What follows belongs to an exercise in optimizing a design on an open flow for small area and a short achievable clock period; a production flow would make more cautious choices. RTL that was checked went through simulation tests only; none was proved equivalent to the original. Only the layout flow was run in runs 2 to 8; the RTL was not checked for function there.

==> flow/config.mk <==
export PLATFORM = sky130hd
export DESIGN_NAME = fir_retimed
export DESIGN_NICKNAME = fir_retimed
export VERILOG_FILES = /design/flow/design.v
export SDC_FILE = /design/flow/constraint.sdc
export NUM_CORES = 4
export LEC_CHECK = 0
export CAP_MARGIN = 20
export CORE_MARGIN = 2
export CORE_UTILIZATION = 40
export SLEW_MARGIN = 20
==> flow/constraint.sdc <==
create_clock -name core_clock -period 4.5 [get_ports {clk}]
set_input_delay 0.9000 -clock core_clock [delete_from_list [all_inputs] [get_ports {clk}]]
set_output_delay 0.9000 -clock core_clock [all_outputs]
set_load 0.01 [all_outputs]
==> flow/design.v <==
module fir_retimed #(
    parameter N_TAPS = 4, 
    parameter DATA_WIDTH = 18,
    parameter COEFF_WIDTH = 18
) (
    input clk,
    input reset_n,
    input ena,
    input signed [DATA_WIDTH-1:0] data_in,
    output signed [(DATA_WIDTH + COEFF_WIDTH + 2)-1:0] data_out  
);
    localparam OUTPUT_WIDTH = DATA_WIDTH + COEFF_WIDTH + 2;  
    localparam PRODUCT_WIDTH = DATA_WIDTH + COEFF_WIDTH;
    localparam INTERMEDIATE_SUM_WIDTH = OUTPUT_WIDTH; 
    localparam signed [COEFF_WIDTH-1:0] b0 = 18'd10;
    localparam signed [COEFF_WIDTH-1:0] b1 = 18'd20;
    localparam signed [COEFF_WIDTH-1:0] b2 = 18'd30;
    localparam signed [COEFF_WIDTH-1:0] b3 = 18'd40;
    reg signed [DATA_WIDTH-1:0] delay_line_s1 [0:3]; 
    wire signed [PRODUCT_WIDTH-1:0] product_s1_comb [0:3]; 
    reg signed [PRODUCT_WIDTH-1:0] product_reg_s2 [0:3];
    wire signed [INTERMEDIATE_SUM_WIDTH-1:0] sum1_s2_comb;
    wire signed [INTERMEDIATE_SUM_WIDTH-1:0] sum2_s2_comb;
    reg signed [INTERMEDIATE_SUM_WIDTH-1:0] sum1_reg_s3;
    reg signed [INTERMEDIATE_SUM_WIDTH-1:0] sum2_reg_s3;
    wire signed [OUTPUT_WIDTH-1:0] final_sum_s3_comb;
    reg signed [OUTPUT_WIDTH-1:0] data_out_reg_s4;
    assign data_out = data_out_reg_s4; 
    always @(posedge clk or negedge reset_n) begin
        if (!reset_n) begin
            delay_line_s1[0] <= {DATA_WIDTH{1'b0}};
            delay_line_s1[1] <= {DATA_WIDTH{1'b0}};
            delay_line_s1[2] <= {DATA_WIDTH{1'b0}};
            delay_line_s1[3] <= {DATA_WIDTH{1'b0}};
        end else if (ena) begin
            delay_line_s1[0] <= data_in;
            delay_line_s1[1] <= delay_line_s1[0];
            delay_line_s1[2] <= delay_line_s1[1];
            delay_line_s1[3] <= delay_line_s1[2];
        end
    end
    assign product_s1_comb[0] = delay_line_s1[0] * b0;
    assign product_s1_comb[1] = delay_line_s1[1] * b1;
    assign product_s1_comb[2] = delay_line_s1[2] * b2;
    assign product_s1_comb[3] = delay_line_s1[3] * b3;
    always @(posedge clk or negedge reset_n) begin
        if (!reset_n) begin
            product_reg_s2[0] <= {PRODUCT_WIDTH{1'b0}};
            product_reg_s2[1] <= {PRODUCT_WIDTH{1'b0}};
            product_reg_s2[2] <= {PRODUCT_WIDTH{1'b0}};
            product_reg_s2[3] <= {PRODUCT_WIDTH{1'b0}};
        end else if (ena) begin
            product_reg_s2[0] <= product_s1_comb[0];
            product_reg_s2[1] <= product_s1_comb[1];
            product_reg_s2[2] <= product_s1_comb[2];
            product_reg_s2[3] <= product_s1_comb[3];
        end
    end
    assign sum1_s2_comb = product_reg_s2[0] + product_reg_s2[1];
    assign sum2_s2_comb = product_reg_s2[2] + product_reg_s2[3];
    always @(posedge clk or negedge reset_n) begin
        if (!reset_n) begin
            sum1_reg_s3 <= {INTERMEDIATE_SUM_WIDTH{1'b0}};
            sum2_reg_s3 <= {INTERMEDIATE_SUM_WIDTH{1'b0}};
        end else if (ena) begin
            sum1_reg_s3 <= sum1_s2_comb;
            sum2_reg_s3 <= sum2_s2_comb;
        end
    end
    assign final_sum_s3_comb = sum1_reg_s3 + sum2_reg_s3;
    always @(posedge clk or negedge reset_n) begin
        if (!reset_n) begin
            data_out_reg_s4 <= {OUTPUT_WIDTH{1'b0}};
        end else if (ena) begin
            data_out_reg_s4 <= final_sum_s3_comb;
        end
    end
endmodule 
==> flow/run.sh <==
#!/bin/bash
# synth_recipe.tcl (not shown) runs the flow's synth.tcl, then flattens the netlist and writes it again
# the make line also repeats each setting of config.mk as NAME=value (left out here)
make -C /OpenROAD-flow-scripts/flow DESIGN_CONFIG=/design/flow/config.mk WORK_HOME=/design/flow/orfs CLKGATE_MAP_FILE= SYNTH_SCRIPT=/design/flow/synth_recipe.tcl finish
==> flow_metrics.py, run 1 <==
metrics = {
    "min_path": {
        "hp-class": "input port to async pin",
    },
    "routing": {
        "maxUsedRoutingLayer": "met4",
        "drtPass1Iterations": 5,
        "dr_total_vias": 12983,
        "drt-wirelength-per-cell_um": 15.9,
        "wl_met3_um": 1260,
        "drt-met1-wl_um": 19600,
        "drt-total-wl_um": 39200,
        "postRouteAntennaNets": 0,
        "drc": 0,
        "wl_met2_um": 17400,
        "initialDrtViolationCount": 688,
        "viasPerCell": 5.28,
    },
    "cells_and_area": {
        "drive_gt1_share_pct": 14.2,
        "fin_area_um2": 20700,
        "nNetsFinal": 2109,
        "area_growth_pct": 13.2,
        "diodes": 0,
    },
    "synth": {
        "yosys_warnings": 3,
        "synthDistinctLibCells": 67,
        "synthCells": 1783,
        "synth_nets": 2059,
        "synthFlopType": "dfrtp_1",
        "async_flop_share_pct": 100,
        "syn_area_per_cell_um2": 10.3,
        "synth.most_common_cell": "dfrtp_1",
        "syn_area_um2": 18300,
        "synth-seq-cells": 263,
        "yosys.area.top_type_share_pct": 36.0,
        "synth_common_cells": "dfrtp_1, ha_1, mux2_2",
        "yosys.area.top_type": "dfrtp_1",
        "synth_top_cells_by_area": "dfrtp_1, ha_1, mux2_2",
        "synth_edf_count": 0,
        "synth-seq-area-share_pct": 36.0,
    },
    "sta": {
        "clock_skew_ns": 0.0161,
        "slew_violations": 0,
        "tightest_slew_ns": 0.921,
        "period_share_pct": 92.9,
        "setup_tns_ns": 0,
        "hold_viol": 0,
        "fmax_ghz": 0.239,
        "rsz0062_at_grt": "no",
        "timing.slew.headroom_pct": 38.6,
        "finalSetupViolCount": 0,
        "period_minus_slack_ns": 4.18,
    },
    "worst_setup_path": {
        "worst_setup_path_end_kind": "flop",
        "arrival_ns": 4.60,
        "startpoint_type": "flop",
        "cp.required_ns": 4.92,
        "crit_fanout": 6,
        "crit_type": "flop to flop",
    },
    "clock_tree": {
        "worst_skew_pair.late_latency_ns": 0.54,
        "cts.sinks": 263,
        "clk_pin_slew_ns": 0.06,
        "numCtsBuffers": 34,
        "h-tree-depth": 2,
        "cts_buffer_depth": 3,
        "ctsRootBufferMaster": "clkbuf_16",
        "cts_tree": "done",
    },
    "global_route": {
        "gr-total-overflow": 0,
        "grt_max_degree": 125,
        "first_global_vias": 13217,
        "antenna_found_initial": 0,
        "grt_pass1_wl_um": 66200,
        "grtUsageTotal_pct": 17.1,
    },
    "die": {
        "die_area_um2": 47500,
        "start_util_pct": 40.4,
        "core_area_um2": 45300,
        "die_w_um": 218,
        "fp-row-count": 78,
        "die_h_um": 218,
        "io_pins": 59,
    },
    "placement": {
        "io_buffers": 57,
        "dp_hpwl_um": 29300,
        "dpl_cell_area_um2": 19500,
        "gp_congestion": 0.848,
    },
    "job": {
        "drv_cap": 0,
    },
    "status": {
        "status": "timing/DRC/antenna clean",
    },
}
repair_timing:
| item | 4_1_cts | 5_1_grt |
|---|---|---|
| hold buffers | 0 | 0 |
| setup endpoints to repair | 0 | 3 |
| resized for setup | 0 | 2 |
| buffers inserted | 0 | 0 |
layer usage:
| layer | vias up | GRT usage, % |
|---|---|---|
| met5 | - | 0 |
| met4 | 0 | 5.49 |
| met3 | 64 | 2.26 |
| met2 | 193 | 27.2 |
| met1 | 6233 | 24.0 |
| li1 | 6493 | - |
cell usage in the layout, fill, tap and decap left out, drive strengths merged, types with 16 or more instances in the layout:
cell type,n
a211oi,17
a21o,60
a21oi,131
a31oi,21
clkbuf,50
clkdlybuf4s50,55
dfrtp,263
fa,35
ha,220
inv,112
mux2,175
nand2,99
nand2b,19
nand3,27
nand4,16
nor2,101
nor3,24
o21a,34
o21ai,103
o21bai,18
xnor2,97
xor2,36
state kept, by name, indices dropped and copies added (netlist names):
register / cells
data_out_reg_s4: 37
sum2_reg_s3: 35
sum1_reg_s3: 35
delay_line_s1: 72
product_reg_s2: 84
layout make-up:
class                   count  area (um2)
clock buffers              50        1020
clock inverters            10         143
fillers                  4302       24600
inverters                 113         424
multi-input cells        1354       11100
flip-flops and latches    263        6580
well taps                 600         751
repair buffers             67         693
cell families (layout without fill, tap and decap cells):
group / after synthesis / in the layout / share of synthesized area, %
AO/OA/AOI/OAI: 446 / 446 / 15.6
buffers and inverters: 166 / 240 / 3.43
flip-flops: 263 / 263 / 36.0
adder cells (fa/ha/maj): 255 / 255 / 18.9
AND/OR/NAND/NOR: 341 / 341 / 8.76
XOR/XNOR: 133 / 133 / 6.37
multiplexers: 178 / 178 / 11.0
other: 1 / 1 / 0.0205
critical path, cell delays in order, from the launching register on:
cell       delay, ns
dfrtp_1         0.46
ha_1            0.34
fa_1            0.50
inv_1           0.05
fa_1            0.49
inv_1           0.04
ha_1            0.30
a21o_1          0.22
nor3_2          0.14
a211oi_1        0.10
a2111oi_1       0.35
buf_4           0.19
a21oi_2         0.06
o41ai_2         0.29
o21a_2          0.23
xnor2_1         0.06
mux2_4          0.25
through the flow:
step | cells | hold slack [ns] | utilization [%] | setup WS [ns]
detailed placement | 2397 | 0.473 | 43.1 | 0.282
global route | 2457 | 0.354 | 45.7 | 0.0142
global placement | 2397 | 0.465 | 43.1 | 0.311
finish | 2457 | 0.321 | 45.7 | 0.320
CTS | 2457 | 0.328 | 45.7 | 0.264
floorplan | 1783 | 0.449 | - | 0.571
worst paths after layout:
check	from	endpoint	slack, ns	depth (start not counted)
max	delay_line_s1[2][3]$_DFFE_PN0P_	product_reg_s2[2][21]$_DFFE_PN0P_	0.32	16
min	reset_n	delay_line_s1[0][7]$_DFFE_PN0P_	0.32	1
max reg2reg	delay_line_s1[2][3]$_DFFE_PN0P_	product_reg_s2[2][21]$_DFFE_PN0P_	0.32	16
min reg2reg	sum2_reg_s3[27]$_DFFE_PN0P_	sum2_reg_s3[27]$_DFFE_PN0P_	0.48	1
max in group asynchronous	reset_n	sum2_reg_s3[27]$_DFFE_PN0P_	3.13	2
min in group core_clock	sum2_reg_s3[27]$_DFFE_PN0P_	sum2_reg_s3[27]$_DFFE_PN0P_	0.48	1
==> run 2: changes to the inputs <==
==> flow/design.v (replaced) <==
module fir_retimed #(
    parameter N_TAPS = 4,
    parameter DATA_WIDTH = 18,
    parameter COEFF_WIDTH = 18
) (
    input clk,
    input reset_n,
    input ena,
    input signed [DATA_WIDTH-1:0] data_in,
    output signed [(DATA_WIDTH + COEFF_WIDTH + 2)-1:0] data_out
);
    reg signed [17:0] x0, x1, x2, x3, x4, x5;
    reg signed [23:0] z;
    wire signed [23:0] a = x2;
    wire signed [23:0] b = x3;
    wire signed [23:0] c = x4;
    wire signed [23:0] d = x5;
    wire signed [23:0] z_next = (a <<< 2) + a + (b <<< 3) + (b <<< 1)
                              + (c <<< 4) - c + (d <<< 4) + (d <<< 2);
    always @(posedge clk or negedge reset_n) begin
        if (!reset_n) begin
            x0 <= 18'd0;
            x1 <= 18'd0;
            x2 <= 18'd0;
            x3 <= 18'd0;
            x4 <= 18'd0;
            x5 <= 18'd0;
            z  <= 24'd0;
        end else if (ena) begin
            x0 <= data_in;
            x1 <= x0;
            x2 <= x1;
            x3 <= x2;
            x4 <= x3;
            x5 <= x4;
            z  <= z_next;
        end
    end
    assign data_out = {{13{z[23]}}, z, 1'b0};
endmodule
==> run 2 against run 1 <==
Global-route usage fell by 1.1 points. Area after synthesis is 52% lower. Synthesized cell count shrank 58%. Critical path depth shrank 1. Clock skew shrank 0.0087 ns. Maximum frequency fell by 4.1%. Register-to-register slack lost 0.18 ns. Wire length shrank 58%. Sequential share of layout area is 0.22 points higher.
==> flow_metrics.py, run 2 <==
metrics = {
    "synth": {
        "synth-xor-area-share_pct": 1.51,
        "synth-compound-area-share_pct": 7.51,
        "synth_edf_count": 0,
        "synth_top_cells_by_area": "dfrtp_1, fa_1, mux2_2",
        "synthCells": 751,
        "synth-seq-cells": 132,
        "synth.most_common_cell": "inv_1",
        "yosys.area_share.simple_pct": 4.92,
        "synth.area.mux_share_pct": 10.4,
        "async_flop_share_pct": 100,
        "synth_common_cells": "inv_1, dfrtp_1, fa_1",
        "yosys.area.top_type_share_pct": 37.9,
        "yosys_warnings": 1,
        "synthDistinctLibCells": 46,
        "synth-adder-area-share_pct": 29.5,
        "synth-seq-area-share_pct": 37.9,
        "syn_area_um2": 8720,
        "synth_nets": 912,
        "syn_area_per_cell_um2": 11.6,
        "synth_top_family_by_area": "adder cells",
        "yosys.area.top_type": "dfrtp_1",
        "synthFlopType": "dfrtp_1",
    },
    "die": {
        "die_h_um": 152,
        "die_w_um": 152,
        "core_area_um2": 21600,
        "start_util_pct": 40.4,
        "fp-row-count": 54,
        "io_pins": 59,
        "die_area_um2": 23000,
    },
    "cells_and_area": {
        "largest_register_ffs": 24,
        "drive_gt1_share_pct": 19.8,
        "fin_cells": 1098,
        "area_growth_pct": 18.4,
        "regMostFlops": "z",
        "nFillCells": 1982,
        "nNetsFinal": 966,
        "final_cell_mix": "inv_1, dfrtp_1, fa_1",
        "final_common_cell": "inv_1",
        "diodes": 0,
    },
    "placement": {
        "pre_cts_ws_ns": 0.0128,
        "gp_congestion": 0.793,
        "dp.cells": 1064,
        "io_buffers": 57,
        "dp_hpwl_um": 12500,
    },
    "routing": {
        "initialDrtViolationCount": 207,
        "dr_total_vias": 5322,
        "drt-total-wl_um": 16600,
        "viasPerCell": 4.85,
        "postRouteAntennaNets": 0,
        "drt-wirelength-per-cell_um": 15.1,
        "drtPass1Iterations": 6,
        "drc": 0,
    },
    "worst_setup_path": {
        "crit_type": "flop to flop",
        "cp.required_ns": 4.81,
        "startpoint_type": "flop",
        "arrival_ns": 4.67,
        "r2r_cells": 15,
        "worst_setup_path_end_kind": "flop",
        "crit_fanout": 3,
    },
    "sta": {
        "fmax_ghz": 0.229,
        "clock_skew_ns": 0.00743,
        "slew_violations": 0,
        "tightest_slew_ns": 0.721,
        "period_minus_slack_ns": 4.36,
        "hold_ws_ns": 0.420,
        "fin_ws_ns": 0.141,
        "timing.slew.headroom_pct": 51.9,
        "setup_tns_ns": 0,
        "hold_viol": 0,
        "finalSetupViolCount": 0,
        "period_share_pct": 96.9,
    },
    "clock_tree": {
        "worst_skew_pair.late_latency_ns": 0.42,
        "h-tree-depth": 4,
        "cts_tree": "done",
        "cts.sinks": 132,
        "clk_pin_slew_ns": 0.06,
        "postCtsHoldBufs": 0,
        "cts_buffer_depth": 2,
        "numCtsBuffers": 17,
        "ctsRootBufferMaster": "clkbuf_16",
    },
    "global_route": {
        "grt_pass1_wl_um": 28100,
        "grtUsageTotal_pct": 16.0,
        "first_global_vias": 5770,
        "antenna_found_initial": 0,
        "grt_max_degree": 69,
        "gr-total-overflow": 0,
    },
    "status": {
        "status": "timing/DRC/antenna clean",
    },
    "min_path": {
        "hp-class": "input port to async pin",
    },
    "job": {
        "drv_cap": 0,
    },
}
[run 2: changes by cell type after synthesis, moves of 32 or more]
cell / previous run / this run
fa_1: 35 / 109
a21oi_1: 129 / 16
dfrtp_1: 263 / 132
xor2_1: 36 / 4
xnor2_1: 97 / 11
ha_1: 220 / 31
nand2_1: 99 / 63
mux2_2: 174 / 79
o21ai_0: 100 / 54
a21o_1: 59 / 6
nor2_1: 101 / 10
[run 2: routing by layer]
metal / global-route usage (%) / part of all wire (%)
met1: 19.2 / 43
met2: 28.5 / 54
met3: 3.53 / 2.2
met4: 5.09 / 1.2
met5: 0 / 0
[run 2: worst paths after layout]
path	from	endpoint	slack [ns]
max in group asynchronous	reset_n	z[14]$_DFFE_PN0P_	3.12
max reg2reg	x3[3]$_DFFE_PN0P_	z[17]$_DFFE_PN0P_	0.14
min	reset_n	x1[5]$_DFFE_PN0P_	0.42
min reg2reg	x3[5]$_DFFE_PN0P_	x4[5]$_DFFE_PN0P_	0.48
min in group core_clock	x3[5]$_DFFE_PN0P_	x4[5]$_DFFE_PN0P_	0.48
max	x3[3]$_DFFE_PN0P_	z[17]$_DFFE_PN0P_	0.14
[run 2: per-stage QoR]
stage | instance area, um2 | util (%)
detailed placement | 9560 | 44.2
CTS | 10200 | 47.0
global route | 10300 | 47.8
global placement | 9560 | 44.2
floorplan | 8720 | -
finish | 10300 | 47.8
[run 2: area by class of cell]
class	instances	area (um2)	share of cell area [%]
flip-flops and latches	132	3310	32.0
repair buffers	74	701	6.78
clock buffers	18	429	4.16
multi-input cells	442	4850	47.0
well taps	280	350	3.39
clock inverters	14	174	1.68
inverters	138	518	5.02
[run 2: timing repair]
| item | in CTS | in global routing |
|---|---|---|
| buffers inserted | 0 | 2 |
| pin swaps | 0 | 8 |
| endpoints found under the hold margin | 0 | 0 |
| endpoints found under the setup margin | 1 | 12 |
| resized for setup | 2 | 31 |
[run 2: kinds of logic (layout without fill, tap and decap cells)]
kind of cell | Yosys count | in the layout
multiplexers | 81 | 81
flip-flops | 132 | 132
AND/OR/NAND/NOR | 98 | 98
other | 1 | 1
buffers and inverters | 177 | 244
XOR/XNOR | 15 | 15
AO/OA/AOI/OAI | 107 | 107
adder cells (fa/ha/maj) | 140 | 140
[run 2: worst max-delay path: stages, from the launching register on]
cell and delay, ns:
dfrtp_1 0.35, inv_2 0.07, fa_1 0.54, inv_1 0.06, fa_1 0.51, fa_1 0.55, inv_1 0.06, fa_1 0.52
inv_1 0.07, ha_4 0.30, o21ai_2 0.07, o21a_1 0.21, or2_4 0.29, o2111ai_1 0.25, xor2_1 0.13, mux2_2 0.27
==> run 3: changes to the inputs <==
==> flow/design.v (replaced) <==
module fir_retimed #(
    parameter N_TAPS = 4,
    parameter DATA_WIDTH = 18,
    parameter COEFF_WIDTH = 18
) (
    input clk,
    input reset_n,
    input ena,
    input signed [DATA_WIDTH-1:0] data_in,
    output signed [(DATA_WIDTH + COEFF_WIDTH + 2)-1:0] data_out
);
    reg signed [17:0] x0, x1, x2, x3;
    reg signed [23:0] q;
    reg signed [23:0] p;
    reg signed [23:0] z;
    wire signed [23:0] b = x2;
    wire signed [23:0] d = x3;
    wire signed [23:0] q_next = (b <<< 4) - b + (d <<< 4) + (d <<< 2);
    wire signed [23:0] p_next = q + (b <<< 3) + (b <<< 1);
    wire signed [23:0] z_next = p + (b <<< 2) + b;
    always @(posedge clk or negedge reset_n) begin
        if (!reset_n) begin
            x0 <= 18'd0;
            x1 <= 18'd0;
            x2 <= 18'd0;
            x3 <= 18'd0;
            q  <= 24'd0;
            p  <= 24'd0;
            z  <= 24'd0;
        end else if (ena) begin
            x0 <= data_in;
            x1 <= x0;
            x2 <= x1;
            x3 <= x2;
            q  <= q_next;
            p  <= p_next;
            z  <= z_next;
        end
    end
    assign data_out = {{13{z[23]}}, z, 1'b0};
endmodule
--- a/flow/config.mk
+++ b/flow/config.mk
@@ -5,7 +5,9 @@
 export SDC_FILE = /design/flow/constraint.sdc
 export NUM_CORES = 4
 export LEC_CHECK = 0
+export ABC_CLOCK_PERIOD_IN_PS = 2000
 export CAP_MARGIN = 20
 export CORE_MARGIN = 2
 export CORE_UTILIZATION = 40
+export SETUP_SLACK_MARGIN = 2.5
 export SLEW_MARGIN = 20
==> run 3 against run 2 <==
Synthesized cell count increased by 33%. Register-to-register slack improved by 1.0 ns. Cell count increased by 35%. First-iteration DRC count increased by 65%. Area after synthesis increased by 18%. Critical endpoint is now q[20]$_DFFE_PN0P_. Largest cell class unchanged.
==> flow_metrics.py, run 3 <==
metrics = {
    "synth": {
        "synthDistinctLibCells": 68,
        "synth_edf_count": 0,
        "syn_area_per_cell_um2": 10.3,
        "yosys_warnings": 1,
        "yosys.area.top_type": "dfrtp_1",
        "synth_top_cells_by_area": "dfrtp_1, fa_1, ha_1",
        "synth-xor-area-share_pct": 4.00,
        "synthCells": 1000,
        "synth.most_common_cell": "dfrtp_1",
        "synth-compound-area-share_pct": 14.8,
        "synth_top_family_by_area": "adder cells",
        "async_flop_share_pct": 100,
        "synth-seq-cells": 143,
        "synthFlopType": "dfrtp_1",
        "synth-adder-area-share_pct": 22.7,
        "synth-seq-area-share_pct": 34.8,
        "synth.area.mux_share_pct": 9.18,
        "synth_nets": 1166,
        "yosys.area_share.simple_pct": 7.91,
        "yosys.area.top_type_share_pct": 34.8,
        "syn_area_um2": 10300,
        "synth_common_cells": "dfrtp_1, inv_1, mux2_2",
    },
    "cells_and_area": {
        "final_common_cell": "dfrtp_1",
        "nNetsFinal": 1304,
        "nFillCells": 2185,
        "top_regs": "p (24), q (24), z (24)",
        "final_cell_mix": "dfrtp_1, inv_1, buf_4",
        "diodes": 0,
        "drive_gt1_share_pct": 37.2,
        "area_growth_pct": 32.9,
    },
    "status": {
        "status": "timing/DRC/antenna clean",
    },
    "sta": {
        "period_share_pct": 73.8,
        "hold_ws_ns": 0.479,
        "hold_viol": 0,
        "timing.slew.headroom_pct": 43.0,
        "setup_tns_ns": 0,
        "fmax_ghz": 0.301,
        "slew_violations": 0,
        "clock_skew_ns": 0.00984,
        "tightest_slew_ns": 0.855,
        "rsz0062_at_grt": "yes",
        "period_minus_slack_ns": 3.32,
        "finalSetupViolCount": 0,
    },
    "global_route": {
        "gr-usage-met1_pct": 24.1,
        "top_usage_layer": "met2",
        "antenna_found_initial": 0,
        "grt_util_met3_pct": 2.21,
        "use_met2_pct": 28.8,
        "first_global_vias": 7665,
        "gr-total-overflow": 0,
        "grt_pass1_wl_um": 37700,
        "grt_max_degree": 135,
        "grtUsageTotal_pct": 17.5,
    },
    "die": {
        "fp-row-count": 58,
        "core_area_um2": 25300,
        "start_util_pct": 40.8,
        "io_pins": 59,
        "die_h_um": 164,
        "die_w_um": 164,
        "die_area_um2": 27000,
    },
    "worst_setup_path": {
        "crit_type": "flop to flop",
        "r2r_cells": 14,
        "crit_fanout": 4,
        "crit_start": "x2[6]$_DFFE_PN0P_",
        "critPathCapture": "q[20]$_DFFE_PN0P_",
        "startpoint_type": "flop",
        "cp.required_ns": 4.80,
        "r2r_slack_ns": 1.18,
        "r2r-end": "q[20]$_DFFE_PN0P_",
        "worstReg2RegStart": "x2[6]$_DFFE_PN0P_",
        "arrival_ns": 3.62,
        "worst_setup_path_end_kind": "flop",
    },
    "clock_tree": {
        "h-tree-depth": 4,
        "worst_skew_pair.late_latency_ns": 0.42,
        "numCtsBuffers": 17,
        "cts.sinks": 143,
        "ctsRootBufferMaster": "clkbuf_16",
        "postCtsHoldBufs": 0,
        "cts_buffer_depth": 2,
        "clk_pin_slew_ns": 0.06,
        "cts_tree": "done",
    },
    "job": {
        "drv_cap": 0,
    },
    "routing": {
        "drt-wirelength-per-cell_um": 15.6,
        "viasPerCell": 5.11,
        "drt-total-wl_um": 23100,
        "initialDrtViolationCount": 342,
        "drc": 0,
        "postRouteAntennaNets": 0,
        "drtPass1Iterations": 5,
        "dr_total_vias": 7569,
    },
    "placement": {
        "dp_hpwl_um": 14800,
        "gp_congestion": 0.822,
        "io_buffers": 57,
    },
    "min_path": {
        "hp-class": "flop to flop",
    },
}
[run 3: cells by family (layout without fill, tap and decap cells)]
| family | Yosys count | after routing |
|---|---|---|
| flip-flops | 143 | 143 |
| AND/OR/NAND/NOR | 176 | 176 |
| AO/OA/AOI/OAI | 238 | 238 |
| adder cells (fa/ha/maj) | 145 | 145 |
| multiplexers | 84 | 84 |
| buffers and inverters | 166 | 317 |
| XOR/XNOR | 47 | 47 |
| other | 1 | 1 |
[run 3: worst min-delay path by stage]
stage / from / end / cells after the start
after floorplan: x1[0]$_DFFE_PN0P_ / x2[0]$_DFFE_PN0P_ / 2
after global placement: x1[0]$_DFFE_PN0P_ / x2[0]$_DFFE_PN0P_ / 2
after detailed placement: x1[11]$_DFFE_PN0P_ / x2[11]$_DFFE_PN0P_ / 2
after CTS: x1[11]$_DFFE_PN0P_ / x2[11]$_DFFE_PN0P_ / 2
after global routing: z[0]$_DFFE_PN0P_ / z[0]$_DFFE_PN0P_ / 1
final: x1[1]$_DFFE_PN0P_ / x2[1]$_DFFE_PN0P_ / 2
[run 3: cell type report]
cell class / instances / area [um2] / area share, %
well taps: 330 / 413 / 3.02
repair buffers: 169 / 1620 / 11.9
inverters: 116 / 439 / 3.21
multi-input cells: 691 / 7050 / 51.6
flip-flops and latches: 143 / 3600 / 26.3
clock buffers: 22 / 464 / 3.39
clock inverters: 10 / 88.8 / 0.649
[run 3: per-layer routing]
metal / routed length [um] / vias to the layer above / share of wire [%]
li1: - / 3717 / -
met1: 11400 / 3729 / 49
met2: 10900 / 101 / 47
met3: 453 / 22 / 2.0
met4: 386 / 0 / 1.7
met5: 0 / - / 0
[run 3: timing repair]
action,4_1_cts,5_1_grt
gates cloned,0,1
pin swaps,87,51
setup buffers,77,30
endpoints found under the setup margin,96,109
resized for setup,182,79
[run 3: through the flow]
| stage | worst slack, ns | utilization, % | std cells | cell area, um2 |
|---|---|---|---|---|
| final | 1.18 | 54.2 | 1481 | 13700 |
| after global routing | 1.05 | 54.2 | 1481 | 13700 |
| after CTS | 1.16 | 51.9 | 1450 | 13100 |
| after detailed placement | 0.903 | 46.0 | 1341 | 11600 |
| after global placement | 0.942 | 46.0 | 1341 | 11600 |
| after floorplan | 1.21 | - | 1000 | 10900 |
[run 3: critical path, cell delays in order, from the launching register on]
cell,delay [ns]
dfrtp_2,0.37
inv_2,0.05
fa_1,0.55
inv_2,0.04
fa_1,0.51
inv_2,0.05
ha_4,0.29
a21oi_4,0.07
buf_6,0.11
o22ai_4,0.22
o2111ai_4,0.19
o211ai_1,0.28
buf_4,0.16
xor2_1,0.06
mux2_4,0.25
==> run 4: changes to the inputs <==
--- a/flow/config.mk
+++ b/flow/config.mk
@@ -5,9 +5,7 @@
 export SDC_FILE = /design/flow/constraint.sdc
 export NUM_CORES = 4
 export LEC_CHECK = 0
-export ABC_CLOCK_PERIOD_IN_PS = 2000
 export CAP_MARGIN = 20
 export CORE_MARGIN = 2
 export CORE_UTILIZATION = 40
-export SETUP_SLACK_MARGIN = 2.5
 export SLEW_MARGIN = 20
==> run 4 against run 3 <==
Sequential share of layout area grew 4.2 points. Cell count shrank 7.2%. Sequential cell count is the same. Maximum frequency shrank 14%. Global-route usage shrank 1.3 points. Area after synthesis is the same. Clock skew grew 0.0032 ns.
==> flow_metrics.py, run 4 <==
metrics = {
    "worst_setup_path": {
        "crit_fanout": 7,
        "startpoint_type": "flop",
        "cp.required_ns": 4.80,
        "arrival_ns": 4.18,
        "r2r_slack_ns": 0.63,
        "worst_setup_path_end_kind": "flop",
        "worstReg2RegStart": "x2[6]$_DFFE_PN0P_",
        "crit_start": "x2[6]$_DFFE_PN0P_",
        "crit_type": "flop to flop",
    },
    "cells_and_area": {
        "diodes": 0,
        "area_growth_pct": 13.9,
        "top_regs": "p (24), q (24), z (24)",
        "final_cell_mix": "dfrtp_1, inv_1, mux2_2",
        "nNetsFinal": 1198,
        "fin_area_um2": 11700,
        "drive_gt1_share_pct": 13.1,
        "final_common_cell": "dfrtp_1",
    },
    "clock_tree": {
        "h-tree-depth": 4,
        "numCtsBuffers": 17,
        "ctsRootBufferMaster": "clkbuf_16",
        "cts_buffer_depth": 2,
        "cts_tree": "done",
        "cts.sinks": 143,
        "postCtsHoldBufs": 0,
        "cts_resized": 0,
        "clk_pin_slew_ns": 0.07,
        "post_cts_buffers": 0,
        "worst_skew_pair.late_latency_ns": 0.42,
    },
    "die": {
        "io_pins": 59,
        "core_area_um2": 25300,
        "die_h_um": 164,
        "die_w_um": 164,
        "die_area_um2": 27000,
        "fp-row-count": 58,
        "start_util_pct": 40.8,
    },
    "synth": {
        "synth_nets": 1166,
        "synth.most_common_cell": "dfrtp_1",
        "synth_common_cells": "dfrtp_1, inv_1, mux2_2",
        "synth-seq-cells": 143,
        "synth-seq-area-share_pct": 34.8,
        "syn_area_um2": 10300,
        "async_flop_share_pct": 100,
        "synthCells": 1000,
        "yosys_warnings": 1,
        "synth_top_cells_by_area": "dfrtp_1, fa_1, ha_1",
        "synthFlopType": "dfrtp_1",
        "yosys.area.top_type_share_pct": 34.8,
        "synthDistinctLibCells": 68,
        "yosys.area.top_type": "dfrtp_1",
        "synth_edf_count": 0,
        "syn_area_per_cell_um2": 10.3,
    },
    "global_route": {
        "grt_max_degree": 81,
        "gr-usage-met1_pct": 24.0,
        "grt_pass1_wl_um": 34900,
        "use_met2_pct": 24.8,
        "top_usage_layer": "met2",
        "grtUsageTotal_pct": 16.2,
        "gr-total-overflow": 0,
        "first_global_vias": 6996,
        "antenna_found_initial": 0,
        "grt_util_met3_pct": 2.51,
    },
    "min_path": {
        "hp-class": "flop to flop",
        "hold_start": "x1[12]$_DFFE_PN0P_",
    },
    "routing": {
        "drtPass1Iterations": 4,
        "drc": 0,
        "viasPerCell": 5.13,
        "initialDrtViolationCount": 330,
        "drt-total-wl_um": 20400,
        "dr_total_vias": 7054,
        "drt-wirelength-per-cell_um": 14.8,
        "postRouteAntennaNets": 0,
    },
    "placement": {
        "dpl_cell_area_um2": 11100,
        "io_buffers": 57,
        "gp_congestion": 0.875,
        "pre_cts_ws_ns": 0.588,
        "dp_hpwl_um": 14900,
    },
    "sta": {
        "timing.slew.headroom_pct": 44.6,
        "hold_viol": 0,
        "finalSetupViolCount": 0,
        "fmax_ghz": 0.258,
        "period_share_pct": 86.1,
        "period_minus_slack_ns": 3.87,
        "setup_tns_ns": 0,
        "fin_ws_ns": 0.626,
        "hold_ws_ns": 0.480,
        "tightest_slew_ns": 0.832,
        "clock_skew_ns": 0.0130,
        "rsz0062_at_grt": "no",
        "slew_violations": 0,
    },
    "status": {
        "status": "timing/DRC/antenna clean",
    },
    "job": {
        "drv_cap": 0,
    },
}
-- run 4: cell counts after synthesis --
No cell type changed its count.
-- run 4: cell families (layout without fill, tap and decap cells) --
logic type,count (synthesis),after routing,synth area share [%]
DFF,143,143,34.8
adders and majority gates,145,145,22.7
other,1,1,0.0364
and+or+nand+nor,176,176,7.91
buffers and inverters,166,211,6.60
xor gates and xnor gates,47,47,4.00
muxes,84,84,9.18
AOI/OAI and AO/OA,238,238,14.8
-- run 4: final timing paths --
| kind | to | depth (start not counted) |
|---|---|---|
| hold / removal | x2[12]$_DFFE_PN0P_ | 2 |
| max in group asynchronous | p[14]$_DFFE_PN0P_ | 2 |
| setup reg to reg | q[21]$_DFFE_PN0P_ | 13 |
| min in group asynchronous | x0[2]$_DFFE_PN0P_ | 1 |
| hold reg to reg | x2[12]$_DFFE_PN0P_ | 2 |
| setup / recovery | q[21]$_DFFE_PN0P_ | 13 |
-- run 4: metal layers --
metal | part of all wire [%] | vias to the layer above | routed length (um)
met3 | 3.3 | 17 | 662
met2 | 44 | 115 | 8920
met5 | 0 | - | 0
li1 | - | 3507 | -
met4 | 1.0 | 0 | 212
met1 | 52 | 3415 | 10600
-- run 4: layout make-up --
cell class | instances | area [um2]
clock buffers | 19 | 453
fillers | 2399 | 13500
well taps | 330 | 413
repair buffers | 63 | 631
inverters | 116 | 435
clock inverters | 13 | 175
flip-flops and latches | 143 | 3580
multi-input cells | 691 | 6040
-- run 4: critical path, cell delays in order (launching register included) --
cell	delay (ns)
dfrtp_1	0.64
inv_1	0.15
fa_1	0.52
inv_1	0.05
fa_1	0.49
inv_1	0.04
ha_1	0.35
a21oi_2	0.20
o21ai_2	0.10
a41o_1	0.29
a21o_1	0.21
a41oi_2	0.24
mux2i_1	0.10
a2111o_1	0.37
-- run 4: metrics by stage --
stage / std cells / util, %
2_1_floorplan: 1000 / -
3_3_place_gp: 1343 / 43.9
3_5_place_dp: 1343 / 43.9
4_1_cts: 1375 / 46.4
5_1_grt: 1375 / 46.4
6_report: 1375 / 46.4
==> run 5: changes to the inputs <==
==> flow/design.v (replaced) <==
module fir_retimed #(
    parameter N_TAPS = 4,
    parameter DATA_WIDTH = 18,
    parameter COEFF_WIDTH = 18
) (
    input clk,
    input reset_n,
    input ena,
    input signed [DATA_WIDTH-1:0] data_in,
    output signed [(DATA_WIDTH + COEFF_WIDTH + 2)-1:0] data_out
);
    reg signed [17:0] x0, x1, x2;
    reg signed [19:0] t;
    reg signed [20:0] s2;
    reg signed [21:0] s1;
    reg signed [21:0] s;
    reg signed [23:0] z;
    wire signed [19:0] t_next  = {{2{x0[17]}}, x0} + {x0[17], x0, 1'b0};
    wire signed [20:0] s2_next = {t[19], t} + {{1{x2[17]}}, x2, 2'b00};
    wire signed [21:0] s1_next = {s2[20], s2} + {{3{x1[17]}}, x1, 1'b0};
    wire signed [21:0] s_next  = s1 + {{4{x1[17]}}, x1};
    wire signed [23:0] z_next  = {{2{s[21]}}, s} + {s, 2'b00};
    always @(posedge clk or negedge reset_n) begin
        if (!reset_n) begin
            x0 <= 18'd0;
            x1 <= 18'd0;
            x2 <= 18'd0;
            t  <= 20'd0;
            s2 <= 21'd0;
            s1 <= 22'd0;
            s  <= 22'd0;
            z  <= 24'd0;
        end else if (ena) begin
            x0 <= data_in;
            x1 <= x0;
            x2 <= x1;
            t  <= t_next;
            s2 <= s2_next;
            s1 <= s1_next;
            s  <= s_next;
            z  <= z_next;
        end
    end
    assign data_out = {{13{z[23]}}, z, 1'b0};
endmodule
==> run 5 against run 4 <==
Non-clock buffer count is 2 lower. First-iteration DRC count rose by 37%. Clock-buffer cell count fell by 1. Highest routed layer unchanged. Via count increased by 17%. Die area up 5.9%. Sequential cell count grew 17. Register-to-register slack better by 1.0 ns. Still clean. Design area grew 5.0%.
==> flow_metrics.py, run 5 <==
metrics = {
    "status": {
        "status": "timing/DRC/antenna clean",
    },
    "synth": {
        "synth_edf_count": 0,
        "synth.area.mux_share_pct": 10.8,
        "synth-seq-cells": 160,
        "synth-compound-area-share_pct": 20.5,
        "synth-adder-area-share_pct": 12.0,
        "syn_area_um2": 10900,
        "synth_top_cells_by_area": "dfrtp_1, ha_1, mux2_2",
        "yosys.area.top_type_share_pct": 36.7,
        "async_flop_share_pct": 100,
        "yosys_warnings": 1,
        "synth_common_cells": "dfrtp_1, ha_1, mux2_2",
        "synth_nets": 1226,
        "yosys.area_share.simple_pct": 12.6,
        "syn_area_per_cell_um2": 9.90,
        "synthCells": 1103,
        "synth.most_common_cell": "dfrtp_1",
        "yosys.area.top_type": "dfrtp_1",
        "synth-xor-area-share_pct": 3.93,
        "synthDistinctLibCells": 83,
        "synthFlopType": "dfrtp_1",
        "synth_top_family_by_area": "compound AO/OA/AOI/OAI gates",
        "synth-seq-area-share_pct": 36.7,
    },
    "sta": {
        "clock_skew_ns": 0.0153,
        "period_minus_slack_ns": 2.85,
        "setup_tns_ns": 0,
        "period_share_pct": 63.3,
        "timing.slew.headroom_pct": 34.4,
        "fmax_ghz": 0.351,
        "tightest_slew_ns": 0.985,
        "hold_viol": 0,
        "finalSetupViolCount": 0,
        "rsz0062_at_grt": "no",
        "slew_violations": 0,
    },
    "cells_and_area": {
        "multi_input_area_um2": 6540,
        "diodes": 0,
        "nNetsFinal": 1256,
        "nFillCells": 2584,
        "final_common_cell": "dfrtp_1",
        "area_growth_pct": 12.7,
        "largest_register_ffs": 24,
        "seq_area_um2": 4000,
        "regMostFlops": "z",
        "final_cell_mix": "dfrtp_1, mux2_2, ha_1",
        "post-route-util_pct": 45.8,
        "top_regs": "z (24), s1 (22), s (22)",
        "fin_cells": 1487,
        "drive_gt1_share_pct": 14.0,
    },
    "worst_setup_path": {
        "crit_path_max_incr_delay_ns": 0.71,
        "arrival_ns": 3.13,
        "cpMaxStageDelayCell": "a2111oi_0",
        "cp_cell_sequence": "ha_1 -> inv_1 -> fa_1 -> nor2b_1 -> o31a_1 -> o21ai_0 -> a2111oi_0 -> mux2i_1 -> o311ai_0",
        "worst_setup_path_end_kind": "flop",
        "startpoint_type": "flop",
        "crit_type": "flop to flop",
        "r2r_cells": 9,
        "crit_fanout": 3,
        "cp.required_ns": 4.78,
    },
    "routing": {
        "viasPerCell": 5.54,
        "dr_total_vias": 8239,
        "initialDrtViolationCount": 452,
        "drtPass1Iterations": 5,
        "drc": 0,
        "drt-wirelength-per-cell_um": 15.6,
        "drt-total-wl_um": 23100,
        "postRouteAntennaNets": 0,
    },
    "die": {
        "die_area_um2": 28600,
        "core_area_um2": 26900,
        "die_h_um": 169,
        "start_util_pct": 40.6,
        "io_pins": 59,
        "fp-row-count": 60,
        "die_w_um": 169,
    },
    "job": {
        "drv_cap": 0,
    },
    "min_path": {
        "hold_depth": 2,
        "hp-class": "flop to flop",
    },
    "clock_tree": {
        "ctsRootBufferMaster": "clkbuf_16",
        "cts.sinks": 160,
        "clk_pin_slew_ns": 0.08,
        "postCtsHoldBufs": 0,
        "cts_resized": 0,
        "post_cts_buffers": 0,
        "h-tree-depth": 4,
        "cts_buffer_depth": 2,
        "cts_tree": "done",
        "worst_skew_pair.late_latency_ns": 0.43,
        "numCtsBuffers": 17,
    },
    "global_route": {
        "grtUsageTotal_pct": 16.7,
        "grt_pass1_wl_um": 39400,
        "first_global_vias": 8184,
        "grt_max_degree": 103,
        "gr-total-overflow": 0,
        "antenna_found_initial": 0,
    },
    "placement": {
        "dp.cells": 1455,
        "dp_hpwl_um": 16500,
        "io_buffers": 57,
        "gp_congestion": 0.864,
    },
}
## run 5: changes by cell type after synthesis, moves of 8 or more
cell,before,now
dfrtp_1,143,160
o21a_1,7,22
a211oi_1,9,30
a21o_1,23,33
fa_1,70,5
nor2_1,38,73
and3_1,4,12
nand3_1,16,26
mux2_2,83,97
o311ai_0,1,11
nor3_1,6,21
ha_1,75,97
inv_1,116,33
## run 5: path summary, 6_finish.rpt
path,startpoint,end,slack (ns)
worst max-delay path,x2[0]$_DFFE_PN0P_,s2[16]$_DFFE_PN0P_,1.65
max in group asynchronous,reset_n,x0[13]$_DFFE_PN0P_,3.02
worst max register to register,x2[0]$_DFFE_PN0P_,s2[16]$_DFFE_PN0P_,1.65
worst min-delay path,z[15]$_DFFE_PN0P_,z[15]$_DFFE_PN0P_,0.48
worst min register to register,z[15]$_DFFE_PN0P_,z[15]$_DFFE_PN0P_,0.48
min in group asynchronous,reset_n,z[5]$_DFFE_PN0P_,0.56
## run 5: critical path: cells and delay by family, from the launching register on
family	cells	cell delay, ns
adders and majority gates	2	0.61
AOI/OAI and AO/OA	4	1.21
and+or+nand+nor	1	0.19
buffers and inverters	1	0.06
DFF	1	0.38
muxes	1	0.24
## run 5: logic make-up (layout without fill, tap and decap cells)
kind of cell | Yosys count | count (layout)
compound gates | 323 | 323
simple gates | 279 | 279
flops | 160 | 160
mux | 105 | 105
fa+ha+maj | 102 | 102
buf+inv | 84 | 127
xor+xnor | 49 | 49
other cells | 1 | 1
## run 5: area by class of cell
type	count	share of cell area, %
multi-input cells	859	53.1
flip-flops and latches	160	32.5
repair buffers	61	5.00
clock buffers	18	3.49
well taps	341	3.47
clock inverters	14	1.35
inverters	34	1.04
## run 5: per-stage QoR
stage / cell area [um2] / setup WS (ns) / hold WS (ns)
after floorplan: 10900 / 2.07 / 0.457
after global placement: 11700 / 1.54 / 0.470
after detailed placement: 11700 / 1.51 / 0.470
after CTS: 12300 / 1.66 / 0.486
after global routing: 12300 / 1.48 / 0.501
final: 12300 / 1.65 / 0.480
## run 5: routing by layer
| layer | share of wire, % | GRT usage (%) | routed length (um) |
|---|---|---|---|
| met5 | 0 | 0 | 0 |
| met4 | 1.2 | 4.76 | 289 |
| met3 | 2.8 | 2.47 | 658 |
| met2 | 47 | 28.0 | 10900 |
| met1 | 49 | 22.5 | 11300 |
==> run 6: changes to the inputs <==
--- a/flow/config.mk
+++ b/flow/config.mk
@@ -5,7 +5,9 @@
 export SDC_FILE = /design/flow/constraint.sdc
 export NUM_CORES = 4
 export LEC_CHECK = 0
+export ABC_CLOCK_PERIOD_IN_PS = 1500
 export CAP_MARGIN = 20
 export CORE_MARGIN = 2
 export CORE_UTILIZATION = 40
+export SETUP_SLACK_MARGIN = 2.5
 export SLEW_MARGIN = 20
==> run 6 against run 5 <==
Still clean. Via count increased by 9.7%. Wire length increased by 16%. Cell count increased by 8.4%. Clock skew about the same. Clock-buffer cell count unchanged. Register-to-register slack improved by 0.44 ns. First-iteration DRC count increased by 6.4%. Utilization increased by 9.6 points. Design area increased by 21%. Critical endpoint is now s1[17]$_DFFE_PN0P_. Largest cell class unchanged. Highest routed layer unchanged.
==> flow_metrics.py, run 6 <==
metrics = {
    "worst_setup_path": {
        "crit_fanout": 3,
        "startpoint_type": "flop",
        "worst_setup_path_end_kind": "flop",
        "arrival_ns": 2.71,
        "cp.required_ns": 4.80,
        "crit_type": "flop to flop",
        "r2r_cells": 8,
    },
    "cells_and_area": {
        "fin_cells": 1612,
        "regMostFlops": "z",
        "largest_register_ffs": 24,
        "diodes": 0,
        "area_growth_pct": 36.3,
        "final_common_cell": "dfrtp_1",
        "nFillCells": 2280,
        "final_cell_mix": "dfrtp_1, buf_4, mux2_2",
        "nNetsFinal": 1381,
        "drive_gt1_share_pct": 39.1,
        "top_regs": "z (24), s1 (22), s (22)",
    },
    "sta": {
        "tightest_slew_ns": 0.925,
        "finalSetupViolCount": 0,
        "setup_tns_ns": 0,
        "clock_skew_ns": 0.0150,
        "fin_ws_ns": 2.10,
        "period_share_pct": 53.4,
        "timing.slew.headroom_pct": 38.3,
        "hold_ws_ns": 0.485,
        "fmax_ghz": 0.416,
        "rsz0062_at_grt": "yes",
        "period_minus_slack_ns": 2.40,
        "slew_violations": 0,
        "hold_viol": 0,
    },
    "synth": {
        "synthCells": 1103,
        "synth_nets": 1226,
        "syn_area_um2": 10900,
        "synthDistinctLibCells": 83,
        "synth-seq-area-share_pct": 36.7,
        "yosys.area.top_type_share_pct": 36.7,
        "yosys.area.top_type": "dfrtp_1",
        "synth_edf_count": 0,
        "synth.most_common_cell": "dfrtp_1",
        "yosys_warnings": 1,
        "syn_area_per_cell_um2": 9.90,
        "synthFlopType": "dfrtp_1",
        "synth-seq-cells": 160,
        "async_flop_share_pct": 100,
        "synth_top_cells_by_area": "dfrtp_1, ha_1, mux2_2",
        "synth_common_cells": "dfrtp_1, ha_1, mux2_2",
    },
    "global_route": {
        "antenna_found_initial": 0,
        "first_global_vias": 8959,
        "grt_max_degree": 101,
        "grt_pass1_wl_um": 42900,
        "gr-total-overflow": 0,
        "grtUsageTotal_pct": 18.2,
    },
    "min_path": {
        "hold_depth": 2,
        "hp-class": "flop to flop",
    },
    "clock_tree": {
        "h-tree-depth": 4,
        "clk_pin_slew_ns": 0.07,
        "cts.sinks": 160,
        "cts_buffer_depth": 2,
        "numCtsBuffers": 17,
        "ctsRootBufferMaster": "clkbuf_16",
        "worst_skew_pair.late_latency_ns": 0.43,
        "postCtsHoldBufs": 0,
        "cts_tree": "done",
    },
    "die": {
        "fp-row-count": 60,
        "die_w_um": 169,
        "die_area_um2": 28600,
        "die_h_um": 169,
        "core_area_um2": 26900,
        "io_pins": 59,
        "start_util_pct": 40.6,
    },
    "status": {
        "status": "timing/DRC/antenna clean",
    },
    "placement": {
        "dp_hpwl_um": 16500,
        "dp.cells": 1457,
        "gp_congestion": 0.834,
        "pre_cts_ws_ns": 1.48,
        "io_buffers": 57,
    },
    "routing": {
        "dr_total_vias": 9040,
        "drt-wirelength-per-cell_um": 16.6,
        "viasPerCell": 5.61,
        "initialDrtViolationCount": 481,
        "drc": 0,
        "drtPass1Iterations": 5,
        "drt-total-wl_um": 26800,
        "postRouteAntennaNets": 0,
    },
    "job": {
        "drv_cap": 0,
    },
}
run 6: cell counts after synthesis:
Identical to the previous run, type by type.
run 6: final cells by class:
class                   count  area, um2  share of cell area [%]
clock buffers              18        439                    2.95
well taps                 341        427                    2.87
repair buffers            186       1740                    11.7
inverters                  34        130                   0.875
flip-flops and latches    160       4040                    27.1
clock inverters            14        153                    1.03
multi-input cells         859       7950                    53.4
run 6: cells by family (layout without fill, tap and decap cells):
kind of cell	count (synthesis)	in the layout	synth area share, %
DFF	160	160	36.7
buffers and inverters	84	252	3.46
xor gates and xnor gates	49	49	3.93
other	1	1	0.0343
adders and majority gates	102	102	12.0
and+or+nand+nor	279	279	12.6
muxes	105	105	10.8
AOI/OAI and AO/OA	323	323	20.5
run 6: stage by stage:
stage / util (%) / cell area [um2]
finish: 55.4 / 14900
global route: 55.4 / 14900
CTS: 52.6 / 14100
detailed placement: 44.1 / 11900
global placement: 44.1 / 11900
floorplan: - / 11100
run 6: final timing paths:
path | startpoint | endpoint | slack [ns]
worst max register to register | t[0]$_DFFE_PN0P_ | s1[17]$_DFFE_PN0P_ | 2.10
worst min-delay path | z[15]$_DFFE_PN0P_ | z[15]$_DFFE_PN0P_ | 0.48
worst max-delay path | t[0]$_DFFE_PN0P_ | s1[17]$_DFFE_PN0P_ | 2.10
max in group asynchronous | reset_n | x1[10]$_DFFE_PN0P_ | 3.00
min in group asynchronous | reset_n | z[4]$_DFFE_PN0P_ | 0.58
worst min register to register | z[15]$_DFFE_PN0P_ | z[15]$_DFFE_PN0P_ | 0.48
run 6: critical path: stages, from the launching register on:
cell and delay, ns:
dfrtp_2 0.45, ha_4 0.19, fa_2 0.37, a211oi_4 0.26, o211ai_2 0.15, a32oi_2 0.30, o21a_2 0.19, nor4b_1 0.05
or3_1 0.31
run 6: timing repair:
action / in CTS / in global routing
gates resized for setup: 306 / 118
setup buffers: 90 / 33
gates cloned: 0 / 0
pin swaps: 98 / 89
endpoints found under the hold margin: 0 / 0
endpoints found under the setup margin: 172 / 152
run 6: per-layer routing:
layer  vias to the layer above  share of wire, %  routed length (um)  GRT usage (%)
met1                      4427                47               12700           23.4
met4                         0               1.4                 364           5.69
met5                         -                 0                   0              0
met3                        31               2.1                 563           2.52
li1                       4420                 -                   -              -
met2                       162                49               13200           31.9
==> run 7: changes to the inputs <==
==> flow/design.v (replaced) <==
module fir_retimed #(
    parameter N_TAPS = 4,
    parameter DATA_WIDTH = 18,
    parameter COEFF_WIDTH = 18
) (
    input clk,
    input reset_n,
    input ena,
    input signed [DATA_WIDTH-1:0] data_in,
    output signed [(DATA_WIDTH + COEFF_WIDTH + 2)-1:0] data_out
);
    reg signed [17:0] x0, x1;
    reg signed [18:0] u;
    reg signed [20:0] s2;
    reg signed [21:0] s1;
    reg signed [21:0] s;
    reg signed [23:0] z;
    wire signed [18:0] u_next  = {x0[17], x0} + {x1[17], x1};
    wire signed [20:0] s2_next = {u, 2'b00} - {{3{x1[17]}}, x1};
    wire signed [21:0] s1_next = {s2[20], s2} + {{3{x1[17]}}, x1, 1'b0};
    wire signed [21:0] s_next  = s1 + {{4{x1[17]}}, x1};
    wire signed [23:0] z_next  = {{2{s[21]}}, s} + {s, 2'b00};
    always @(posedge clk or negedge reset_n) begin
        if (!reset_n) begin
            x0 <= 18'd0;
            x1 <= 18'd0;
            u  <= 19'd0;
            s2 <= 21'd0;
            s1 <= 22'd0;
            s  <= 22'd0;
            z  <= 24'd0;
        end else if (ena) begin
            x0 <= data_in;
            x1 <= x0;
            u  <= u_next;
            s2 <= s2_next;
            s1 <= s1_next;
            s  <= s_next;
            z  <= z_next;
        end
    end
    assign data_out = {{13{z[23]}}, z, 1'b0};
endmodule
--- a/flow/config.mk
+++ b/flow/config.mk
@@ -5,9 +5,8 @@
 export SDC_FILE = /design/flow/constraint.sdc
 export NUM_CORES = 4
 export LEC_CHECK = 0
-export ABC_CLOCK_PERIOD_IN_PS = 1500
 export CAP_MARGIN = 20
 export CORE_MARGIN = 2
 export CORE_UTILIZATION = 40
-export SETUP_SLACK_MARGIN = 2.5
+export SETUP_SLACK_MARGIN = 1.8
 export SLEW_MARGIN = 20
==> run 7 against run 6 <==
Worst hold slack got worse by 0.0064 ns. Synthesized cell count barely moved. Maximum frequency fell by 8.5%. Area after synthesis is 5.3% lower. First-iteration DRC count shrank 21%.
==> flow_metrics.py, run 7 <==
metrics = {
    "worst_setup_path": {
        "startpoint_type": "flop",
        "crit_fanout": 4,
        "worst_setup_path_end_kind": "flop",
        "cp.required_ns": 4.82,
        "arrival_ns": 2.94,
        "crit_type": "flop to flop",
    },
    "sta": {
        "fmax_ghz": 0.381,
        "timing.slew.headroom_pct": 39.8,
        "hold_viol": 0,
        "tightest_slew_ns": 0.903,
        "period_share_pct": 58.4,
        "slew_violations": 0,
        "clock_skew_ns": 0.0156,
        "rsz0062_at_grt": "yes",
        "finalSetupViolCount": 0,
        "setup_tns_ns": 0,
        "hold_ws_ns": 0.479,
        "period_minus_slack_ns": 2.63,
    },
    "routing": {
        "postRouteAntennaNets": 0,
        "drt-wirelength-per-cell_um": 15.4,
        "viasPerCell": 5.47,
        "dr_total_vias": 8132,
        "drc": 0,
        "drt-total-wl_um": 22900,
        "drtPass1Iterations": 5,
        "initialDrtViolationCount": 378,
    },
    "synth": {
        "synth_nets": 1226,
        "synth.most_common_cell": "dfrtp_1",
        "synth_common_cells": "dfrtp_1, ha_1, a21oi_1",
        "synth-seq-cells": 144,
        "syn_area_per_cell_um2": 9.38,
        "synthFlopType": "dfrtp_1",
        "yosys.area.top_type_share_pct": 34.8,
        "synthDistinctLibCells": 77,
        "yosys_warnings": 1,
        "yosys.area.top_type": "dfrtp_1",
        "async_flop_share_pct": 100,
        "synthCells": 1102,
        "synth_edf_count": 0,
        "synth_top_cells_by_area": "dfrtp_1, ha_1, mux2_2",
        "syn_area_um2": 10300,
        "synth-seq-area-share_pct": 34.8,
    },
    "job": {
        "drv_cap": 0,
    },
    "global_route": {
        "first_global_vias": 7952,
        "grtUsageTotal_pct": 17.5,
        "gr-total-overflow": 0,
        "antenna_found_initial": 0,
        "grt_pass1_wl_um": 38600,
        "grt_max_degree": 96,
    },
    "cells_and_area": {
        "area_growth_pct": 15.8,
        "multi_input_area_um2": 6430,
        "nNetsFinal": 1269,
        "final_common_cell": "dfrtp_1",
        "top_regs": "z (24), s1 (22), s (22)",
        "final_cell_mix": "dfrtp_1, ha_1, nand2_1",
        "diodes": 0,
        "largest_register_ffs": 24,
        "drive_gt1_share_pct": 15.0,
        "nFillCells": 2424,
        "regMostFlops": "z",
        "seq_area_um2": 3610,
    },
    "status": {
        "status": "timing/DRC/antenna clean",
    },
    "clock_tree": {
        "numCtsBuffers": 17,
        "worst_skew_pair.late_latency_ns": 0.43,
        "cts_tree": "done",
        "cts.sinks": 144,
        "cts_buffer_depth": 2,
        "clk_pin_slew_ns": 0.07,
        "ctsRootBufferMaster": "clkbuf_16",
        "h-tree-depth": 4,
    },
    "placement": {
        "dp_hpwl_um": 16300,
        "gp_congestion": 0.834,
        "io_buffers": 57,
    },
    "die": {
        "start_util_pct": 40.9,
        "io_pins": 59,
        "die_area_um2": 27200,
        "fp-row-count": 58,
        "die_w_um": 165,
        "die_h_um": 165,
        "core_area_um2": 25300,
    },
    "min_path": {
        "hp-class": "flop to flop",
    },
}
## run 7: changes by cell type in the layout (fill, tap and decap cells not counted), moves of 36 or more
cell / delta
a21oi_1: +36
buf_4: -77
buf_6: -46
clkdlybuf4s50_1: +37
ha_1: +45
ha_4: -43
## run 7: layout make-up
class / instances / share of cell area, %
Tap cell: 330 / 3.45
Clock inverter: 13 / 1.27
Inverter: 62 / 1.94
Sequential cell: 144 / 30.2
Clock buffer: 19 / 3.70
Multi-Input combinational cell: 848 / 53.7
Timing Repair Buffer: 72 / 5.73
## run 7: path summary, 6_finish.rpt
check                                       start            endpoint  cells after the start  slack [ns]
max in group asynchronous                 reset_n   x1[8]$_DFFE_PN0P_                      2        2.98
worst max register to register  x1[5]$_DFFE_PN0P_   u[17]$_DFFE_PN0P_                      8        1.87
worst min-delay path             z[6]$_DFFE_PN0P_    z[6]$_DFFE_PN0P_                      1        0.48
worst min register to register   z[6]$_DFFE_PN0P_    z[6]$_DFFE_PN0P_                      1        0.48
worst max-delay path            x1[5]$_DFFE_PN0P_   u[17]$_DFFE_PN0P_                      8        1.87
min in group asynchronous                 reset_n  x0[16]$_DFFE_PN0P_                      1        0.54
## run 7: timing repair
item,4_1_cts,5_1_grt
pin swaps,0,8
gates resized for setup,4,39
hold endpoints to repair,0,0
setup buffers,0,9
hold buffers,0,0
endpoints found under the setup margin,10,25
## run 7: stage by stage
stage	setup WS, ns	instance area, um2	utilization [%]	cells
floorplan	2.05	10300	-	1102
global placement	1.74	11100	44.1	1447
finish	1.87	12000	47.4	1488
CTS	1.78	11800	46.5	1479
detailed placement	1.70	11100	44.1	1447
global route	1.75	12000	47.4	1488
## run 7: cell families (layout without fill, tap and decap cells)
| family | count (synthesis) | in the layout | synth area share, % |
|---|---|---|---|
| AOI/OAI and AO/OA | 337 | 337 | 21.5 |
| and+or+nand+nor | 278 | 278 | 13.7 |
| DFF | 144 | 144 | 34.8 |
| buffers and inverters | 110 | 166 | 4.50 |
| adders and majority gates | 103 | 103 | 12.8 |
| muxes | 74 | 74 | 8.01 |
| xor gates and xnor gates | 55 | 55 | 4.66 |
| other | 1 | 1 | 0.0363 |
## run 7: worst max-delay path: stages (launching register included)
cell	delay, ns
dfrtp_2	0.46
ha_1	0.37
o21ai_0	0.13
a211oi_1	0.48
nand3_1	0.20
a21boi_1	0.29
a221oi_1	0.16
xnor2_1	0.15
mux2_2	0.27
## run 7: metal layers
| metal | wire length, um | vias to the layer above | share of wire [%] | track usage (%) |
|---|---|---|---|---|
| li1 | - | 4153 | - | - |
| met1 | 11400 | 3859 | 50 | 23.8 |
| met2 | 10800 | 109 | 47 | 29.3 |
| met3 | 560 | 11 | 2.4 | 3.26 |
| met4 | 176 | 0 | 0.77 | 3.56 |
| met5 | 0 | - | 0 | 0 |
==> run 8: changes to the inputs <==
--- a/flow/config.mk
+++ b/flow/config.mk
@@ -8,5 +8,4 @@
 export CAP_MARGIN = 20
 export CORE_MARGIN = 2
 export CORE_UTILIZATION = 40
-export SETUP_SLACK_MARGIN = 1.8
 export SLEW_MARGIN = 20
==> run 8 against run 7 <==
Highest routed layer unchanged. Via count hardly changed. Maximum frequency is 7.0% lower. Clock-buffer cell count stayed put. Sequential cell count stayed put. Still clean. Critical path type unchanged. Sequential share of layout area is 0.52 points higher.
==> flow_metrics.py, run 8 <==
metrics = {
    "clock_tree": {
        "post_cts_buffers": 0,
        "clk_pin_slew_ns": 0.07,
        "worst_skew_pair.late_latency_ns": 0.43,
        "postCtsHoldBufs": 0,
        "cts.sinks": 144,
        "numCtsBuffers": 17,
        "cts_tree": "done",
    },
    "cells_and_area": {
        "largest_register_ffs": 24,
        "diodes": 0,
        "nNetsFinal": 1260,
        "nFillCells": 2448,
        "drive_gt1_share_pct": 11.1,
        "fin_area_um2": 11700,
        "final_cell_mix": "dfrtp_1, ha_1, a21oi_1",
        "area_growth_pct": 13.5,
    },
    "sta": {
        "period_minus_slack_ns": 2.82,
        "finalSetupViolCount": 0,
        "setup_tns_ns": 0,
        "slew_violations": 0,
        "rsz0062_at_grt": "no",
        "clock_skew_ns": 0.0152,
        "fmax_ghz": 0.354,
        "timing.slew.headroom_pct": 39.6,
    },
    "worst_setup_path": {
        "worst_setup_path_end_kind": "flop",
        "crit_start": "x1[1]$_DFFE_PN0P_",
        "crit_type": "flop to flop",
        "arrival_ns": 3.19,
        "worstReg2RegStart": "x1[1]$_DFFE_PN0P_",
        "crit_fanout": 6,
    },
    "synth": {
        "yosys.area.top_type": "dfrtp_1",
        "synthCells": 1102,
        "syn_area_per_cell_um2": 9.38,
        "synthDistinctLibCells": 77,
        "synth-seq-area-share_pct": 34.8,
        "synth_nets": 1226,
        "yosys.area.top_type_share_pct": 34.8,
        "synth_common_cells": "dfrtp_1, ha_1, a21oi_1",
        "yosys_warnings": 1,
        "synth.most_common_cell": "dfrtp_1",
        "synth_top_cells_by_area": "dfrtp_1, ha_1, mux2_2",
        "async_flop_share_pct": 100,
        "synthFlopType": "dfrtp_1",
    },
    "routing": {
        "drtPass1Iterations": 5,
        "postRouteAntennaNets": 0,
        "initialDrtViolationCount": 412,
        "drt-total-wl_um": 22400,
        "drc": 0,
    },
    "global_route": {
        "grt_pass1_wl_um": 38500,
        "grt_max_degree": 96,
        "antenna_found_initial": 0,
        "first_global_vias": 7945,
        "gr-total-overflow": 0,
    },
    "die": {
        "io_pins": 59,
        "core_area_um2": 25300,
        "die_area_um2": 27200,
        "start_util_pct": 40.9,
        "die_h_um": 165,
        "die_w_um": 165,
    },
    "job": {
        "drv_cap": 0,
    },
    "min_path": {
        "hold_depth": 1,
        "hold_start": "z[6]$_DFFE_PN0P_",
        "hp-class": "flop to flop",
    },
    "status": {
        "status": "timing/DRC/antenna clean",
    },
    "placement": {
        "dpl_cell_area_um2": 11100,
        "dp.cells": 1447,
        "io_buffers": 57,
        "gp_congestion": 0.834,
    },
}
[run 8: cell count changes in the layout (fill, tap and decap cells not counted), moves of 4 or more]
cell / previous run / this run
a211oi_1: 13 / 17
a21oi_1: 82 / 86
a21oi_2: 4 / 0
buf_4: 15 / 6
dfrtp_1: 135 / 144
dfrtp_2: 9 / 0
ha_1: 88 / 99
ha_2: 9 / 0
[run 8: path summary, 6_finish.rpt]
path                                            to  slack (ns)
worst min register to register    z[6]$_DFFE_PN0P_        0.48
max in group asynchronous        x1[2]$_DFFE_PN0P_        2.99
worst max register to register  s2[18]$_DFFE_PN0P_        1.68
min in group asynchronous       x0[16]$_DFFE_PN0P_        0.54
worst min-delay path              z[6]$_DFFE_PN0P_        0.48
worst max-delay path            s2[18]$_DFFE_PN0P_        1.68
[run 8: logic make-up after synthesis]
group	share of synthesized area (%)
adder cells (fa/ha/maj)	12.8
XOR/XNOR	4.66
AND/OR/NAND/NOR	13.7
multiplexers	8.01
flip-flops	34.8
AO/OA/AOI/OAI	21.5
buffers and inverters	4.50
other	0.0363
[run 8: cell type report]
cell class	instances	area, um2	area share, %
clock buffer	19	443	3.77
clock inverter	13	153	1.30
inverter	62	233	1.98
multi-input combinational	848	6270	53.4
sequential	144	3600	30.7
tap	330	413	3.52
timing repair buffer	63	618	5.27
[run 8: metrics by stage]
stage          hold WS [ns]  util (%)  worst slack [ns]
5_1_grt               0.515      46.5              1.47
2_1_floorplan         0.450         -              2.05
6_report              0.480      46.5              1.68
3_5_place_dp          0.469      44.1              1.70
4_1_cts               0.485      46.5              1.68
3_3_place_gp          0.467      44.1              1.74
[run 8: layer usage]
metal  wire, um  share of wire [%]  GRT usage, %  vias to the layer above
met4        176               0.79          3.56                        0
met1      11200                 50          23.8                     3860
li1           -                  -             -                     4141
met5          0                  0             0                        -
met3        601                2.7          3.26                       14
met2      10500                 47          29.2                      125
[run 8: critical path, cell delays in order (launching register included)]
cell	delay, ns
dfrtp_1	0.50
inv_1	0.19
ha_1	0.29
a211oi_2	0.22
o21bai_1	0.19
o221ai_2	0.32
a21boi_2	0.10
or4_4	0.43
a2111o_1	0.42
nand3_1	0.08

==> separate check: timing with driven ports <==
The flow's constraints put no driver on any port. The routed layouts listed below were extracted and timed again, unchanged, in two steps. Step 1 (the two cells are an assumption about what drives the block):
set clk [get_ports {clk}]
set_driving_cell -lib_cell sky130_fd_sc_hd__clkbuf_16 $clk
set_driving_cell -lib_cell sky130_fd_sc_hd__buf_2 [delete_from_list [all_inputs] $clk]
Step 2 times the ports against the registers' clock, not the clock port: input delays grow and output delays shrink by t, the midpoint of the rising clock arrivals with the driver on. a / b / c = no drivers / after step 1 / after step 2; a / b = the first two.
| run | shift t [ns] | setup slack, ns | slew at the worst register clock pin (ns) | worst data-port slew with drivers (ns) |
|---|---|---|---|---|
| run 1 | 0.585 | 0.320 / 0.320 / 0.320 | 0.06 / 0.06 | 0.06 |
| run 2 | 0.460 | 0.141 / 0.141 / 0.141 | 0.06 / 0.06 | 0.05 |
| run 3 | 0.463 | 1.179 / 1.179 / 1.179 | 0.07 / 0.07 | 0.04 |
| run 4 | 0.460 | 0.626 / 0.626 / 0.626 | 0.07 / 0.07 | 0.04 |
| run 5 | 0.471 | 1.651 / 1.651 / 1.485 | 0.08 / 0.08 | 0.04 |
| run 6 | 0.471 | 2.096 / 2.096 / 1.794 | 0.07 / 0.07 | 0.09 |
| run 7 | 0.468 | 1.873 / 1.873 / 1.799 | 0.07 / 0.07 | 0.04 |
| run 8 | 0.470 | 1.676 / 1.676 / 1.676 | 0.07 / 0.07 | 0.04 |
After both steps every run listed still meets setup and hold. The setup slack of run 6, which loses most, moves by 0.000 ns with the drivers and by -0.302 ns with both steps.
